This is an optimization exercise on Yosys and OpenROAD, whose aim is small area, not a production implementation. The RTL was checked by simulation tests, not by an equivalence proof against the original design.

==> design.v <==
`timescale 1ns / 1ps
module signed_mult(a, b, c, cin, out);
    input  wire [23:0] a;
    input  wire [31:0] b;
    input  wire [31:0] c;
    input  wire        cin;
    output wire [31:0] out;
    function [56:0] kconst;
        input dummy;
        integer k;
        begin
            kconst = 57'd0;
            for (k = 0; k < 12; k = k + 1)
                kconst = kconst - (57'd1 << (32 + 2 * k));
        end
    endfunction
    localparam [56:0] K = kconst(1'b0);
    wire [32:0] bx = {b[31], b};
    reg  [56:0] rows [0:11];
    reg  [56:0] negs;
    integer k, j;
    reg one, two, neg, s;
    reg [32:0] e;
    always @* begin
        negs = 57'd0;
        for (k = 0; k < 12; k = k + 1) begin
            neg = a[2*k+1];
            one = a[2*k] ^ ((k == 0) ? 1'b0 : a[2*k-1]);
            two = (a[2*k+1] & ~a[2*k] & ~((k == 0) ? 1'b0 : a[2*k-1])) |
                  (~a[2*k+1] & a[2*k] & ((k == 0) ? 1'b0 : a[2*k-1]));
            for (j = 0; j < 33; j = j + 1)
                e[j] = ((one & bx[j]) | (two & ((j == 0) ? 1'b0 : bx[j-1]))) ^ neg;
            rows[k] = {24'd0, ~e[32], e[31:0]} << (2 * k);
            negs[2*k] = neg;
        end
    end
    wire [56:0] sum = K + rows[0] + rows[1] + rows[2] + rows[3] + rows[4] + rows[5]
                    + rows[6] + rows[7] + rows[8] + rows[9] + rows[10] + rows[11]
                    + negs + {c, 25'd0} + {31'd0, cin, 25'd0};
    assign out = sum[56:25];
endmodule
`timescale 1ns / 1ps
module Slowclock(
    input clk,
    input rst,
    output reg [1:0] phase
    );
    always @(posedge clk)
    begin
        if (rst)
            phase <= 2'd0;
        else
            phase <= phase + 2'd1;
    end
endmodule
`timescale 1ns / 1ps
module Lorenz(clk, rst, phase, x_init, y_init, z_init, x, y, z);
    input wire clk;
    input wire rst;
    input wire [1:0] phase;
    input wire [31:0] x_init;
    input wire [31:0] y_init;
    input wire [31:0] z_init;
    output reg [31:0] x;
    output reg [31:0] y;
    output reg [31:0] z;
    localparam [31:0] RHO  = 32'h3800_0000;
    localparam [31:0] NEGB = 32'hFAAA_AAAB;    
    reg [31:0] t;
    wire [31:0] xs = rst ? x_init : x;
    wire [31:0] w  = RHO - z;
    wire [31:0] ym = y - {{8{y[31]}}, y[31:8]};
    wire [23:0] ma = (!rst && phase == 2'd0) ? z[31:8] : xs[31:8];
    wire [31:0] mb = rst ? y_init : phase[1] ? y : phase[0] ? w : NEGB;
    wire [31:0] mc = rst ? z_init : phase[1] ? z : phase[0] ? ym : t;
    wire        mcin = !rst && phase == 2'd0 && (z[31:8] != 24'd0);
    wire [31:0] mo;
    signed_mult mac (.a(ma), .b(mb), .c(mc), .cin(mcin), .out(mo));
    wire [31:0] d  = y - x;
    wire [31:0] d8 = {{8{d[31]}}, d[31:8]};
    wire [31:0] xn = x + {d8[28:0], 3'b0} + {d8[30:0], 1'b0};
    always @(posedge clk)
    begin
        if (rst || phase == 2'd3 || phase == 2'd0)
            t <= mo;
    end
    always @(posedge clk)
    begin
        if (rst)
        begin
            x <= x_init;
            y <= y_init;
            z <= z_init;
        end
        else if (phase == 2'd1)
        begin
            x <= xn;
            y <= mo;
            z <= t;
        end
    end
endmodule
`timescale 1ns / 1ps
module second_DSM_DAC(
    input clk,
    input rst,
    input wire [15:0] din,
    output reg dout
);
    reg  [17:0] acc1;
    reg  [23:0] acc2;
    wire [17:0] f1 = dout ? 18'h37F00 : 18'h08100;
    wire [17:0] s1 = acc1 + {{2{din[15]}}, din} + f1;
    wire [23:0] s2 = acc2 + {{6{s1[17]}}, s1} + {{6{f1[17]}}, f1};
    always @(posedge clk)
    begin
        if (rst)
        begin
            acc1 <= 18'd0;
            acc2 <= 24'd0;
            dout <= 1'b0;
        end
        else
        begin
            acc1 <= s1;
            acc2 <= s2;
            dout <= s2[23];
        end
    end
endmodule
`timescale 1ns / 1ps
module Lorenz3D(
    clk,
    rst,
    x_init,
    y_init,
    z_init,
    pinX,
    pinY,
    pinZ,
    x,
    y,
    z
    );
   input wire clk;
   input wire rst;
   input wire [31:0] x_init;
   input wire [31:0] y_init;
   input wire [31:0] z_init;
   output wire pinX;
   output wire pinY;
   output wire pinZ;
   output wire [31:0] x;
   output wire [31:0] y;
   output wire [31:0] z;
   wire [1:0] phase;
   Slowclock clock (.clk(clk), .rst(rst), .phase(phase));
   Lorenz L1 (
     .clk(clk),
     .rst(rst),
     .phase(phase),
     .x_init(x_init),
     .y_init(y_init),
     .z_init(z_init),
     .x(x),
     .y(y),
     .z(z)
   );
   second_DSM_DAC DSA11 (.clk(clk), .rst(rst), .din(x[31:16]), .dout(pinX));
   second_DSM_DAC DSA12 (.clk(clk), .rst(rst), .din(y[31:16]), .dout(pinY));
   second_DSM_DAC DSA13 (.clk(clk), .rst(rst), .din(z[31:16]), .dout(pinZ));
endmodule
==> run.sh <==
#!/bin/bash
# synth_recipe.tcl (not shown) runs the flow's synth.tcl, then flattens the netlist and writes it again
# the make line also repeats each setting of config.mk as NAME=value (left out here)
make -C /OpenROAD-flow-scripts/flow DESIGN_CONFIG=/design/flow/config.mk WORK_HOME=/design/flow/orfs CLKGATE_MAP_FILE= SYNTH_SCRIPT=/design/flow/synth_recipe.tcl finish
==> config.mk <==
export PLATFORM = sky130hd
export DESIGN_NAME = Lorenz3D
export DESIGN_NICKNAME = Lorenz3D
export VERILOG_FILES = /design/flow/design.v
export SDC_FILE = /design/flow/constraint.sdc
export NUM_CORES = 4
export LEC_CHECK = 0
export CAP_MARGIN = 20
export CORE_MARGIN = 2
export CORE_UTILIZATION = 40
export SLEW_MARGIN = 20
==> constraint.sdc <==
create_clock -name core_clock -period 18.0 [get_ports {clk}]
set_input_delay 3.6000 -clock core_clock [delete_from_list [all_inputs] [get_ports {clk}]]
set_output_delay 3.6000 -clock core_clock [all_outputs]
set_load 0.01 [all_outputs]
==> impl_results.html <==
<table>
<tr><th>Metric</th><th>Value</th></tr>
<tr><th colspan="2">Outcome</th></tr>
<tr><td>Outcome</td><td>no timing/DRC/antenna violations</td></tr>
<tr><th colspan="2">Critical path</th></tr>
<tr><td>Type of the setup path with the least slack</td><td>in2reg</td></tr>
<tr><td>Origin of the critical flop-to-flop path</td><td>clock.phase[1]</td></tr>
<tr><td>Most used cell, CP</td><td>sky130_fd_sc_hd__fa_1</td></tr>
<tr><td>Top fanout value on the critical path</td><td>138</td></tr>
<tr><td>Max stage delay cell, worst path</td><td>sky130_fd_sc_hd__nor4_1</td></tr>
<tr><td>Critical Path End Type</td><td>register</td></tr>
<tr><td>Peak per-stage delay on the critical path</td><td>830 ps</td></tr>
<tr><td>Worst R2R Path Depth</td><td>33</td></tr>
<tr><td>Required time of the critical path</td><td>18350 ps</td></tr>
<tr><td>Setup slack, reg-to-reg</td><td>6100 ps</td></tr>
<tr><td>Reg-to-reg endpoint</td><td>L1.y[31]</td></tr>
<tr><td>Setup crit start kind</td><td>input port</td></tr>
<tr><td>Crit path arrival time</td><td>14470 ps</td></tr>
<tr><th colspan="2">Finish</th></tr>
<tr><td>Signed area change from the synthesized netlist to the final layout</td><td>9.80%</td></tr>
<tr><td>Share of the core filled with cells</td><td>0.442</td></tr>
<tr><td>Ratio of cells with drive above 1 in the final layout</td><td>0.0596</td></tr>
<tr><td>Total number of nets in the final design</td><td>6592</td></tr>
<tr><th colspan="2">Die</th></tr>
<tr><td>Starting density of the core</td><td>0.403</td></tr>
<tr><td>Core region area</td><td>114000 um2</td></tr>
<tr><td>Count of boundary I/O pins</td><td>197</td></tr>
<tr><td>Die span in y</td><td>343 um</td></tr>
<tr><td>FP Rows</td><td>124</td></tr>
<tr><td>Width of the die</td><td>343 um</td></tr>
<tr><td>Die ar.</td><td>118000 um2</td></tr>
<tr><th colspan="2">Clock network</th></tr>
<tr><td># clock sinks</td><td>256</td></tr>
<tr><td>Htree depth</td><td>1</td></tr>
<tr><td>Post-CTS clock slew at the launch and capture registers of the worst setup and hold paths</td><td>60 ps</td></tr>
<tr><td>Root buffer cell</td><td>sky130_fd_sc_hd__clkbuf_16</td></tr>
<tr><td>Cts bufs inserted</td><td>31</td></tr>
<tr><td>Clock latency of the later-clocked register in the worst-skew pair</td><td>630 ps</td></tr>
<tr><td>Buffer levels on the longest clock path</td><td>3</td></tr>
<tr><td>Buffer count from post-CTS setup fixing</td><td>0</td></tr>
<tr><td>Post-CTS Resized</td><td>0</td></tr>
<tr><td>Clock tree from TritonCTS</td><td>built</td></tr>
<tr><td>Hold-fix buffer count after cts</td><td>0</td></tr>
<tr><th colspan="2">Timing</th></tr>
<tr><td>Final worst clock skew</td><td>26.3 ps</td></tr>
<tr><td>Sum of negative setup slack</td><td>0 ps</td></tr>
<tr><td>Worst Max-Slew Pin Slew</td><td>1190 ps</td></tr>
<tr><td>Final critical-path share of the clock period</td><td>0.785</td></tr>
<tr><td>Total count of max-transition violations in the final report</td><td>0</td></tr>
<tr><td>Fmax</td><td>0.0708 GHz</td></tr>
<tr><td>Final min period</td><td>14120 ps</td></tr>
<tr><td>RSZ-0062 raised after global routing</td><td>false</td></tr>
<tr><td>Final Hold Viols</td><td>0</td></tr>
<tr><td>Worst hold slack after final layout</td><td>564 ps</td></tr>
<tr><td>Final setup violating endpoints</td><td>0</td></tr>
<tr><td>Headroom to the max-slew limit</td><td>0.196</td></tr>
<tr><th colspan="2">Yosys</th></tr>
<tr><td>Count of different cell masters after synthesis</td><td>85</td></tr>
<tr><td>Count of mapped cells out of synthesis</td><td>5711</td></tr>
<tr><td>Post-Syn Area per Cell</td><td>8.06 um2</td></tr>
<tr><td>Post-synth EDFFs</td><td>128</td></tr>
<tr><td>Main synth FF type</td><td>sky130_fd_sc_hd__edfxtp_1</td></tr>
<tr><td>Yosys Warn Count</td><td>5</td></tr>
<tr><td>Flop and latch count out of synthesis</td><td>256</td></tr>
<tr><td>Netlist area before placement</td><td>46000 um2</td></tr>
<tr><td>Synth async-reset ratio</td><td>0</td></tr>
<tr><td>Register area share after synthesis</td><td>0.139</td></tr>
<tr><td>Number of nets produced by synthesis</td><td>6704</td></tr>
<tr><th colspan="2">GRT</th></tr>
<tr><td>Number of antenna violations at the first check in global routing</td><td>6</td></tr>
<tr><td>Global route total overflow</td><td>0</td></tr>
<tr><td>First-pass GRT wire length</td><td>287000 um</td></tr>
<tr><td>Total GRT Usage</td><td>0.322</td></tr>
<tr><td>Number of global-route vias before repair</td><td>44.0k</td></tr>
<tr><td>Pin count of the biggest net entering global routing</td><td>139</td></tr>
<tr><th colspan="2">Routing</th></tr>
<tr><td>Wire length after detailed routing</td><td>195000 um</td></tr>
<tr><td>Number of vias after detailed routing</td><td>46.5k</td></tr>
<tr><td>Detailed-router iteration count before antenna repair</td><td>11</td></tr>
<tr><td>WL/cell</td><td>27.3 um</td></tr>
<tr><td>Per-cell via count in the routed design</td><td>6.51</td></tr>
<tr><td>Number of DRC violations after detailed routing</td><td>0</td></tr>
<tr><td>First-iteration detailed-routing DRC count</td><td>7037</td></tr>
<tr><td>Final ANT Viol Nets</td><td>0</td></tr>
<tr><th colspan="2">Min path</th></tr>
<tr><td>Hold path start</td><td>DSA11.acc2[0]</td></tr>
<tr><td>Capture endpoint of the worst hold path</td><td>DSA11.acc2[0]</td></tr>
<tr><td>Path class of the lowest-slack min-delay path</td><td>reg2reg</td></tr>
<tr><td>Worst hold path stage count</td><td>2</td></tr>
<tr><th colspan="2">Job</th></tr>
<tr><td>Max-capacitance violation count</td><td>0</td></tr>
<tr><th colspan="2">Place</th></tr>
<tr><td>Number of buffers added on ports</td><td>196</td></tr>
<tr><td>Final RePlAce weighted congestion</td><td>1.00</td></tr>
<tr><td>Final HPWL from detailed placement</td><td>141000 um</td></tr>
</table>
==> Yosys cell counts (93+ instances only) <==
master	instances	area (um2)
sky130_fd_sc_hd__a21oi_1	626	3130
sky130_fd_sc_hd__clkbuf_1	440	1650
sky130_fd_sc_hd__dfxtp_1	128	2560
sky130_fd_sc_hd__edfxtp_1	128	3840
sky130_fd_sc_hd__fa_1	426	8530
sky130_fd_sc_hd__ha_1	469	5870
sky130_fd_sc_hd__inv_1	599	2250
sky130_fd_sc_hd__nand2_1	292	1100
sky130_fd_sc_hd__nor2_1	269	1010
sky130_fd_sc_hd__o21ai_0	555	2780
sky130_fd_sc_hd__o221ai_1	247	2160
sky130_fd_sc_hd__o22ai_1	292	1830
sky130_fd_sc_hd__xnor2_1	154	1350
sky130_fd_sc_hd__xor2_1	93	815
==> registers in the layout (all words and copies together) (netlist names), named ones only <==
name	cells
DSA11.acc2	24
clock.phase	2
DSA12.acc2	24
DSA13.acc2	24
L1.y	32
L1.x	31
L1.z	32
DSA12.acc1	18
DSA13.acc1	18
DSA11.acc1	18
L1.t	32
==> final cells by class <==
class | count | area, um2
antenna | 3 | 7.51
clock buffer | 48 | 912
clock inverter | 10 | 75.1
fill | 11400 | 63700
inverter | 604 | 2270
multi-input combinational | 4351 | 35800
sequential | 256 | 6410
tap | 1512 | 1890
timing repair buffer | 355 | 3190
==> cell families (layout without fill, tap and decap cells) <==
logic type,Yosys count,count (layout),synth area share
compound gates,2221,2221,0.302
other cells,0,3,0
mux,73,73,0.0167
buf+inv,1104,1017,0.0904
simple gates,914,914,0.0913
fa+ha+maj,896,896,0.313
flops,256,256,0.139
xor+xnor,247,247,0.0470
==> layer usage <==
layer	up-vias	wire length, um	global-route usage
met2	3305	81300	0.480
met4	6	10300	0.141
met3	651	26300	0.0963
met5	-	57	0
met1	22100	76700	0.429
li1	20400	-	-
==> placed cells by master, fill, tap and decap left out, types with 21 or more instances in the layout <==
cell type                         instances
sky130_fd_sc_hd__o22ai_1                292
sky130_fd_sc_hd__nor2b_1                 50
sky130_fd_sc_hd__nor3_1                  66
sky130_fd_sc_hd__and3_1                  21
sky130_fd_sc_hd__nor2_1                 267
sky130_fd_sc_hd__ha_1                   468
sky130_fd_sc_hd__clkdlybuf4s50_1        195
sky130_fd_sc_hd__a211oi_1                32
sky130_fd_sc_hd__a21oi_1                625
sky130_fd_sc_hd__xnor2_1                154
sky130_fd_sc_hd__nand2b_1                27
sky130_fd_sc_hd__mux2_2                  31
sky130_fd_sc_hd__a221oi_1                42
sky130_fd_sc_hd__a22oi_1                 28
sky130_fd_sc_hd__fa_1                   426
sky130_fd_sc_hd__o21a_1                  54
sky130_fd_sc_hd__and2_1                  36
sky130_fd_sc_hd__clkbuf_16               32
sky130_fd_sc_hd__o21ai_0                552
sky130_fd_sc_hd__buf_4                  157
sky130_fd_sc_hd__a21o_1                  77
sky130_fd_sc_hd__a31oi_1                 35
sky130_fd_sc_hd__nand2_1                291
sky130_fd_sc_hd__xor2_1                  93
sky130_fd_sc_hd__o21bai_1                31
sky130_fd_sc_hd__mux2i_1                 37
sky130_fd_sc_hd__nand3_1                 73
sky130_fd_sc_hd__o221ai_1               247
sky130_fd_sc_hd__dfxtp_1                126
sky130_fd_sc_hd__inv_1                  599
sky130_fd_sc_hd__edfxtp_1               128
==> worst max-delay path: cells and delay by family <==
| family | cells | cell delay [ps] |
|---|---|---|
| buffers and inverters | 4 | 1850 |
| XOR/XNOR | 2 | 450 |
| adder cells (fa/ha/maj) | 7 | 3170 |
| AND/OR/NAND/NOR | 8 | 2840 |
| AO/OA/AOI/OAI | 7 | 2380 |
==> through the flow <==
stage | std cells | cell area (um2) | setup WS [ps]
after floorplan | 5711 | 46000 | 6100
after global placement | 7077 | 49500 | 3660
after detailed placement | 7077 | 49500 | 3610
after CTS | 7135 | 50500 | 4240
after global routing | 7136 | 50500 | 3400
final | 7139 | 50500 | 3880
==> worst max path at each step <==
stage	slack [ps]	endpoint	cells past startpoint	start
3_3_place_gp	3660	L1.y[31]	30	rst
2_1_floorplan	6100	L1.y[25]	33	rst
4_1_cts	4240	L1.y[31]	30	rst
5_1_grt	3400	L1.y[31]	28	rst
3_5_place_dp	3610	L1.y[31]	30	rst
6_report	3880	L1.y[31]	28	rst

separate check: timing with driven ports:
Ports are ideal in the flow. The routed layout listed here was re-timed in OpenROAD. Step 1 (the two cells are an assumption about what drives the block):
set clk [get_ports {clk}]
set_driving_cell -lib_cell sky130_fd_sc_hd__clkbuf_16 $clk
set_driving_cell -lib_cell sky130_fd_sc_hd__buf_2 [delete_from_list [all_inputs] $clk]
Step 2 moves the port delays by t, midway between the first and last clock arrival at a register: inputs arrive t later, outputs are due t later. That takes back most of the time a late clock gives input paths. Three values: ideal ports, drivers, drivers and shift; two values: the first two.
t, ns: 0.687
setup WS [ns]: 3.875 / 3.888 / 3.201
latest minus earliest clock arrival (ns): 0.028 / 0.028
worst slew at a driven data input, ns: 0.10
After both steps setup and hold are still met in this run. For this run, drivers alone change the setup slack by +0.013 ns; drivers and shift together by -0.674 ns.
